What follows belongs to an exercise in optimizing a design on an open flow for small area; a production flow would make more cautious choices. In this exercise RTL edits were held to simulation tests only and were not proved equivalent to the original. Power and IR drop assume default switching activity.

## job 7048
// gomoku
module gomoku(
    input        clk,
    input        rst,
    input        Btn0,
    output [3:0] VGA_R,     output [3:0] VGA_G,  output [3:0] VGA_B,
    output       VGA_HS,    output       VGA_VS,
    output [3:0] KeyPadRow, input  [3:0] KeyPadCol,
    output [7:0] Dot_row,
    output [7:0] Dot1_col,
    output [7:0] Dot2_col,
    output [6:0] HEX0,      output [6:0] HEX1
);
For scale: roughly 2400 cells after synthesis, roughly 620 flip-flops, about 63 I/O pins, ~0.028 sq mm of cells after synthesis.
clock: 12.0 ns
lec_check: 0
abc_area: 0
cap_margin: 5
core_margin: 2
core_utilization: 70
slew_margin: 5
standard.sh (not shown) runs the stock make flow with config.mk's settings and CLKGATE_MAP_FILE= SYNTH_SCRIPT=/design/flow/synth_recipe.tcl, a recipe that flattens the netlist after the stock synthesis.
==> flow/flow/run.sh <==
#!/bin/bash
# Layout flow: the standard ORFS flow (same config.mk, same steps and
# synthesis script) with three changes:
#   - ABC maps the logic with flow/abc.script (area oriented, no buffering)
#   - the port buffers are sky130_fd_sc_hd__buf_1
#   - clock tree synthesis inserts no dummy loads
# Each tool's full output is kept under orfs/logs; make's own output in make.log.
set -euo pipefail
W=$(pwd)
cat > "$W/flow_synth.tcl" <<EOS
proc abc {args} {
  set i [lsearch \$args -script]
  if {\$i >= 0} { lset args [expr {\$i + 1}] $W/flow/abc.script }
  yosys abc {*}\$args
}
source $W/synth_recipe.tcl
EOS
make -C "$FLOW_HOME" DESIGN_CONFIG="$W/config.mk" WORK_HOME="$W/orfs" CLKGATE_MAP_FILE= \
    SYNTH_SCRIPT="$W/flow_synth.tcl" \
    BUFFER_PORTS_ARGS="-buffer_cell sky130_fd_sc_hd__buf_1" \
    CTS_ARGS="-sink_clustering_enable -repair_clock_nets -sink_clustering_size 8 -sink_clustering_max_diameter 40 -buf_list sky130_fd_sc_hd__clkbuf_4 -dont_use_dummy_load" \
    finish > "$W/make.log" 2>&1
R="$W/orfs/results/$FLOW_PLATFORM/gomoku/base"
: # left out here: write the final layout as DEF
==> flow/flow/abc.script <==
strash
dc2
dch -f
amap
&get -n
&st
&syn3
&dch -f
&nf -p -R 1000 -C 32 -F 8
&put
Modified inputs, job 6782 compared to job 7048
-- flow/flow/run.sh --
<<< job 7048, line 20
    BUFFER_PORTS_ARGS="-buffer_cell sky130_fd_sc_hd__buf_1" \
    CTS_ARGS="-sink_clustering_enable -repair_clock_nets -sink_clustering_size 8 -sink_clustering_max_diameter 40 -buf_list sky130_fd_sc_hd__clkbuf_4 -dont_use_dummy_load" \
    finish > "$W/make.log" 2>&1
>>> job 6782, line 20
    BUFFER_PORTS_ARGS="-buffer_cell sky130_fd_sc_hd__buf_1" \
    CTS_ARGS="-sink_clustering_enable -repair_clock_nets -sink_clustering_size 20 -sink_clustering_max_diameter 60 -buf_list {sky130_fd_sc_hd__clkbuf_8 sky130_fd_sc_hd__clkbuf_16} -dont_use_dummy_load" \
    finish > "$W/make.log" 2>&1
==> flow/flow/abc.script <==
strash
dc2
dch -f
amap
&get -n
&st
&dch -f
&nf -p -R 1000
&put
Findings:
Part of the cycle the worst path needs on job 6782 is up relative to job 7048. Post-synthesis cell area grows slightly when moving from job 7048 to job 6782. Reported for job 6782 and job 7048, number of failing setup endpoints in the final timing report turned out identical to the last digit.
## Diff of input files: job 2297 against job 6782
Settings: CORE_UTILIZATION: 70 -> 60.
-- flow/flow/run.sh --
<<< job 6782, line 20
    BUFFER_PORTS_ARGS="-buffer_cell sky130_fd_sc_hd__buf_1" \
    CTS_ARGS="-sink_clustering_enable -repair_clock_nets -sink_clustering_size 20 -sink_clustering_max_diameter 60 -buf_list {sky130_fd_sc_hd__clkbuf_8 sky130_fd_sc_hd__clkbuf_16} -dont_use_dummy_load" \
    finish > "$W/make.log" 2>&1
>>> job 2297, line 20
    BUFFER_PORTS_ARGS="-buffer_cell sky130_fd_sc_hd__buf_1" \
    CTS_ARGS="-sink_clustering_enable -repair_clock_nets -sink_clustering_size 8 -sink_clustering_max_diameter 40 -buf_list sky130_fd_sc_hd__clkbuf_4 -dont_use_dummy_load" \
    finish > "$W/make.log" 2>&1
==> flow/flow/abc.script <==
strash
dc2
dch -f
amap
&get -n
&st
&syn3
&dch -f
&nf -p -R 1000 -C 32 -F 8
&put
==> run notes <==
- Job 2297: routed metal-1 wirelength about 9% above job 6782
- The lower simple-gate portion of the synthesized area of job 6782 and job 2297 is in job 2297.
- Going from job 6782 to job 2297, layout multi-input combinational cell count lost 46; setup slack picked up an extra 0.67 ns; register-to-register slack lost 0.05 ns; peak supply drop picked up an extra 11%; clock buffer count picked up an extra 56.
- Run comparison: job 6782 critical-path cell with the highest stage delay mux2i_2; job 2297 critical-path cell with the highest stage delay a211oi_1
- Per the comparison of job 2297 with job 6782, global placement routability congestion fell by 8.4%; cell count rose by 86; share of power burned in combinational logic rose by 4.2 points.


job 101:
Starting RTL as in the previous note.
==> flow/config.mk <==
export PLATFORM = sky130hd
export DESIGN_NAME = gomoku
export DESIGN_NICKNAME = gomoku
export VERILOG_FILES = /design/flow/design.v
export SDC_FILE = /design/flow/constraint.sdc
export NUM_CORES = 8
export LEC_CHECK = 0
export ABC_AREA = 0
export CAP_MARGIN = 5
export CORE_MARGIN = 2
export CORE_UTILIZATION = 70
export SLEW_MARGIN = 5
==> flow/constraint.sdc <==
create_clock -name core_clock -period 12.0 [get_ports {clk}]
set_input_delay 2.4000 -clock core_clock [delete_from_list [all_inputs] [get_ports {clk}]]
set_output_delay 2.4000 -clock core_clock [all_outputs]
set_load 0.01 [all_outputs]
==> flow/flow/run.sh <==
#!/bin/bash
# Layout flow: the standard ORFS flow (same config.mk, same steps and
# synthesis script) with three changes:
#   - ABC maps the logic with flow/abc.script (area oriented, no buffering)
#   - the port buffers are sky130_fd_sc_hd__buf_1
#   - clock tree synthesis inserts no dummy loads
# Each tool's full output is kept under orfs/logs; make's own output in make.log.
set -euo pipefail
W=$(pwd)
cat > "$W/flow_synth.tcl" <<EOS
proc abc {args} {
  set i [lsearch \$args -script]
  if {\$i >= 0} { lset args [expr {\$i + 1}] $W/flow/abc.script }
  yosys abc {*}\$args
}
source $W/synth_recipe.tcl
EOS
make -C "$FLOW_HOME" DESIGN_CONFIG="$W/config.mk" WORK_HOME="$W/orfs" CLKGATE_MAP_FILE= \
    SYNTH_SCRIPT="$W/flow_synth.tcl" \
    BUFFER_PORTS_ARGS="-buffer_cell sky130_fd_sc_hd__buf_1" \
    CTS_ARGS="-sink_clustering_enable -repair_clock_nets -sink_clustering_size 8 -sink_clustering_max_diameter 40 -buf_list sky130_fd_sc_hd__clkbuf_4 -dont_use_dummy_load" \
    finish > "$W/make.log" 2>&1
R="$W/orfs/results/$FLOW_PLATFORM/gomoku/base"
: # left out here: write the final layout as DEF
==> flow/flow/abc.script <==
strash
dc2
dch -f
amap
&get -n
&st
&dch -f
&nf -p -R 1000
&put
Inputs modified between job 101 and job 102:
diff --git a/flow/flow/run.sh b/flow/flow/run.sh
--- a/flow/flow/run.sh
+++ b/flow/flow/run.sh
@@ -19,5 +19,5 @@
     SYNTH_SCRIPT="$W/flow_synth.tcl" \
     BUFFER_PORTS_ARGS="-buffer_cell sky130_fd_sc_hd__buf_1" \
-    CTS_ARGS="-sink_clustering_enable -repair_clock_nets -sink_clustering_size 8 -sink_clustering_max_diameter 40 -buf_list sky130_fd_sc_hd__clkbuf_4 -dont_use_dummy_load" \
+    CTS_ARGS="-sink_clustering_enable -repair_clock_nets -sink_clustering_size 12 -sink_clustering_max_diameter 45 -buf_list sky130_fd_sc_hd__clkbuf_8 -dont_use_dummy_load" \
     finish > "$W/make.log" 2>&1
 R="$W/orfs/results/$FLOW_PLATFORM/gomoku/base"
Notes after the runs:
- Job 101 -> job 102: overall global routing resource usage flat
- On routed metal-1 wire length, job 102 tracks job 101 almost exactly.
- Final clock skew for job 102: 0.022 ns up relative to job 101
- Job 101 has a higher number of nets at the end of the flow than job 102.
- Reported for job 101 and job 102, number of synthesized flops with an enable pin turned out identical to the last digit.
- In the final design statistics, job 102 uses fewer standard cells in total than job 101.
- Compared to job 101, job 102 has time the final worst path needs with I/O delays and setup 0.28 ns higher.
- Compared job 102 against job 101; routed wire length within noise.


## job 2830
gomoku, a different RTL version from the one above (not shown whole).
For scale: about 2400 cells after synthesis, about 63 I/O pins, roughly 0.027 mm2 of cells after synthesis.
Settings: LEC_CHECK=0, ABC_AREA=0, CAP_MARGIN=5, CORE_MARGIN=2, CORE_UTILIZATION=70, PLACE_DENSITY=0.75, SLEW_MARGIN=5; clock period 12.0 ns.
==> flow/flow/run.sh <==
#!/bin/bash
# Layout flow: the standard ORFS flow (same config.mk, same steps and
# synthesis script) with three changes:
#   - ABC maps the logic with flow/abc.script (area oriented, no buffering)
#   - the port buffers are sky130_fd_sc_hd__buf_1
#   - clock tree synthesis inserts no dummy loads
# Each tool's full output is kept under orfs/logs; make's own output in make.log.
set -euo pipefail
W=$(pwd)
cat > "$W/flow_synth.tcl" <<EOS
proc abc {args} {
  set i [lsearch \$args -script]
  if {\$i >= 0} { lset args [expr {\$i + 1}] $W/flow/abc.script }
  yosys abc {*}\$args
}
source $W/synth_recipe.tcl
EOS
make -C "$FLOW_HOME" DESIGN_CONFIG="$W/config.mk" WORK_HOME="$W/orfs" CLKGATE_MAP_FILE= \
    SYNTH_SCRIPT="$W/flow_synth.tcl" \
    BUFFER_PORTS_ARGS="-buffer_cell sky130_fd_sc_hd__buf_1" \
    CTS_ARGS="-sink_clustering_enable -repair_clock_nets -sink_clustering_size 8 -sink_clustering_max_diameter 40 -buf_list sky130_fd_sc_hd__clkbuf_4 -dont_use_dummy_load" \
    finish > "$W/make.log" 2>&1
R="$W/orfs/results/$FLOW_PLATFORM/gomoku/base"
: # left out here: write the final layout as DEF
==> flow/flow/abc.script <==
strash
dc2
dch -f
amap
&get -n
&st
&deepsyn -T 60
&dch -f
&nf -p -R 1000 -C 32 -F 8
&put
Job 2830 finished all stages; the layout is clean.
The inputs of job 7582 differ from those of job 2830 as listed below.
# job 2830
export LEC_CHECK = 0
export ABC_AREA = 0
export CAP_MARGIN = 5
export CORE_MARGIN = 2
export CORE_UTILIZATION = 70
export PLACE_DENSITY = 0.75
export SLEW_MARGIN = 5
create_clock -name core_clock -period 12.0 [get_ports {clk}]
# job 7582
export LEC_CHECK = 0
export ABC_AREA = 0
export CAP_MARGIN = 5
export CORE_MARGIN = 2
export CORE_UTILIZATION = 70
export SLEW_MARGIN = 5
create_clock -name core_clock -period 12.0 [get_ports {clk}]
## What came out
Job 7582: done, clean on timing, DRC and antenna
Job 7582 -> job 2830: remaining global-route overflow delta 0, exact match
Diff job 7582..job 2830 | count of clock-buffer cells in the layout | unchanged
From job 2830 to job 7582 the numbers moved as follows: maximum number of pins on one net before global-route repair has remained practically unchanged, initial core utilization has remained practically unchanged, multi-input gate share of the layout cell area has remained practically unchanged.
Diff job 7582..job 2830 | via count | unchanged
Re switching power of the nets: no difference whatsoever between job 7582 and job 2830.
Looking at job 2830 and job 7582, the number of cells on the worst hold path is a wash.
Final cell count came out exactly the same in job 2830 and job 7582.
> inputs changed (job 7582 -> job 979)
# job 7582
export LEC_CHECK = 0
export ABC_AREA = 0
export CAP_MARGIN = 5
export CORE_MARGIN = 2
export CORE_UTILIZATION = 70
export SLEW_MARGIN = 5
create_clock -name core_clock -period 12.0 [get_ports {clk}]
# job 979
export LEC_CHECK = 0
export ABC_AREA = 0
export CAP_MARGIN = 5
export CORE_MARGIN = 2
export CORE_UTILIZATION = 70
export PLACE_DENSITY = 0.85
export SLEW_MARGIN = 5
create_clock -name core_clock -period 12.0 [get_ports {clk}]
## What came out
Overall power consumption of job 7582 is on par with job 979.
Mapped cell area: job 7582 vs job 979 identical
Going from job 7582 to job 979, via count flat, fraction of the cycle the final worst path needs flat.


Starting RTL as in the previous note.
clock: 12.0 ns
lec_check: 0
abc_area: 0
cap_margin: 5
core_margin: 2
core_utilization: 70
slew_margin: 5
==> flow/flow/run.sh <==
#!/bin/bash
# Layout flow: the standard ORFS flow (same config.mk, same steps and
# synthesis script) with three changes:
#   - ABC maps the logic with flow/abc.script (area oriented, no buffering)
#   - the port buffers are sky130_fd_sc_hd__buf_1
#   - clock tree synthesis inserts no dummy loads
# Each tool's full output is kept under orfs/logs; make's own output in make.log.
set -euo pipefail
W=$(pwd)
cat > "$W/flow_synth.tcl" <<EOS
proc abc {args} {
  set i [lsearch \$args -script]
  if {\$i >= 0} { lset args [expr {\$i + 1}] $W/flow/abc.script }
  yosys abc {*}\$args
}
source $W/synth_recipe.tcl
EOS
make -C "$FLOW_HOME" DESIGN_CONFIG="$W/config.mk" WORK_HOME="$W/orfs" CLKGATE_MAP_FILE= \
    SYNTH_SCRIPT="$W/flow_synth.tcl" \
    BUFFER_PORTS_ARGS="-buffer_cell sky130_fd_sc_hd__buf_1" \
    CTS_ARGS="-sink_clustering_enable -repair_clock_nets -sink_clustering_size 9 -sink_clustering_max_diameter 40 -buf_list sky130_fd_sc_hd__clkbuf_4 -dont_use_dummy_load" \
    finish > "$W/make.log" 2>&1
R="$W/orfs/results/$FLOW_PLATFORM/gomoku/base"
: # left out here: write the final layout as DEF
Scripts as last shown in full above: flow/flow/abc.script
==> next run, changes <==
--- a/flow/flow/run.sh
+++ b/flow/flow/run.sh
@@ -2,4 +2,5 @@
 # Layout flow: the standard ORFS flow (same config.mk, same steps and
-# synthesis script) with three changes:
+# synthesis script) with four changes:
 #   - ABC maps the logic with flow/abc.script (area oriented, no buffering)
+#   - adders are left to ABC (no separate half/full adder mapping)
 #   - the port buffers are sky130_fd_sc_hd__buf_1
@@ -18,5 +19,5 @@
 make -C "$FLOW_HOME" DESIGN_CONFIG="$W/config.mk" WORK_HOME="$W/orfs" CLKGATE_MAP_FILE= \
-    SYNTH_SCRIPT="$W/flow_synth.tcl" \
+    SYNTH_SCRIPT="$W/flow_synth.tcl" ADDER_MAP_FILE= \
     BUFFER_PORTS_ARGS="-buffer_cell sky130_fd_sc_hd__buf_1" \
-    CTS_ARGS="-sink_clustering_enable -repair_clock_nets -sink_clustering_size 9 -sink_clustering_max_diameter 40 -buf_list sky130_fd_sc_hd__clkbuf_4 -dont_use_dummy_load" \
+    CTS_ARGS="-sink_clustering_enable -repair_clock_nets -sink_clustering_size 8 -sink_clustering_max_diameter 40 -buf_list sky130_fd_sc_hd__clkbuf_4 -dont_use_dummy_load" \
     finish > "$W/make.log" 2>&1
Cell area went down by 1.9%.
Global-route usage rose by 2.0 points.
Hold slack gains 0.023 ns.
Setup slack gets better by 0.50 ns.
Sequential power went up by about 2%.
Via count stays flat.
Core utilization went up by 0.46 points.
==> next run, changes <==
--- a/flow/flow/run.sh
+++ b/flow/flow/run.sh
@@ -2,5 +2,4 @@
 # Layout flow: the standard ORFS flow (same config.mk, same steps and
-# synthesis script) with four changes:
+# synthesis script) with three changes:
 #   - ABC maps the logic with flow/abc.script (area oriented, no buffering)
-#   - adders are left to ABC (no separate half/full adder mapping)
 #   - the port buffers are sky130_fd_sc_hd__buf_1
@@ -19,5 +18,5 @@
 make -C "$FLOW_HOME" DESIGN_CONFIG="$W/config.mk" WORK_HOME="$W/orfs" CLKGATE_MAP_FILE= \
-    SYNTH_SCRIPT="$W/flow_synth.tcl" ADDER_MAP_FILE= \
+    SYNTH_SCRIPT="$W/flow_synth.tcl" \
     BUFFER_PORTS_ARGS="-buffer_cell sky130_fd_sc_hd__buf_1" \
-    CTS_ARGS="-sink_clustering_enable -repair_clock_nets -sink_clustering_size 8 -sink_clustering_max_diameter 40 -buf_list sky130_fd_sc_hd__clkbuf_4 -dont_use_dummy_load" \
+    CTS_ARGS="-sink_clustering_enable -repair_clock_nets -sink_clustering_size 10 -sink_clustering_max_diameter 30 -buf_list sky130_fd_sc_hd__clkbuf_4 -dont_use_dummy_load" \
     finish > "$W/make.log" 2>&1
The new run passed the timing, DRC and antenna checks.
Utilization hardly moves.
First-iteration DRC count increases by 7.0%.
Worst setup slack got worse by 0.57 ns.

==> re-timing with driven ports <==
The flow's constraints put no driver on any port. The routed layouts listed below were extracted and timed again, unchanged, in two steps. Step 1 sets driving cells, clkbuf_16 on the clock port and buf_2 on the other inputs (assumed; they add their load-dependent delay and slew). Step 2 also shifts input and output timing later by t, the mid clock arrival at the registers, as if the neighbouring blocks saw the same clock. Slacks: ideal ports / drivers / drivers and shift; pairs: ideal ports / drivers.
| run | shift t [ns] | slack for setup (ns) | worst register clock-pin slew, ns | pins driven straight from the clock port |
|---|---|---|---|---|
| job 7048 | 0.884 | 1.237 / 1.274 / 0.390 | 0.10 / 0.10 | 1 |
| job 6782 | 0.644 | 0.730 / 0.766 / 0.122 | 0.08 / 0.08 | 1 |
| job 2297 | 0.883 | 1.399 / 1.430 / 0.547 | 0.10 / 0.10 | 1 |
| job 101 | 0.870 | 1.041 / 1.071 / 0.201 | 0.10 / 0.10 | 1 |
| job 102 | 0.695 | 0.764 / 0.795 / 0.100 | 0.08 / 0.08 | 1 |
| job 2830 | 0.848 | 1.238 / 1.273 / 0.425 | 0.09 / 0.09 | 1 |
| job 7582 | 0.848 | 1.238 / 1.273 / 0.425 | 0.09 / 0.09 | 1 |
| job 979 | 0.857 | 1.240 / 1.270 / 0.413 | 0.09 / 0.09 | 1 |
| the first run of note 4 | 0.860 | 1.098 / 1.132 / 0.272 | 0.11 / 0.11 | 1 |
| the second run of note 4 | 0.862 | 1.600 / 1.630 / 0.769 | 0.10 / 0.10 | 1 |
| the third run of note 4 | 0.933 | 1.027 / 1.063 / 0.130 | 0.11 / 0.11 | 1 |
After both steps every run listed still meets setup and hold. The setup slack of the third run of note 4, which loses most, moves by +0.036 ns with the drivers and by -0.897 ns with both steps.
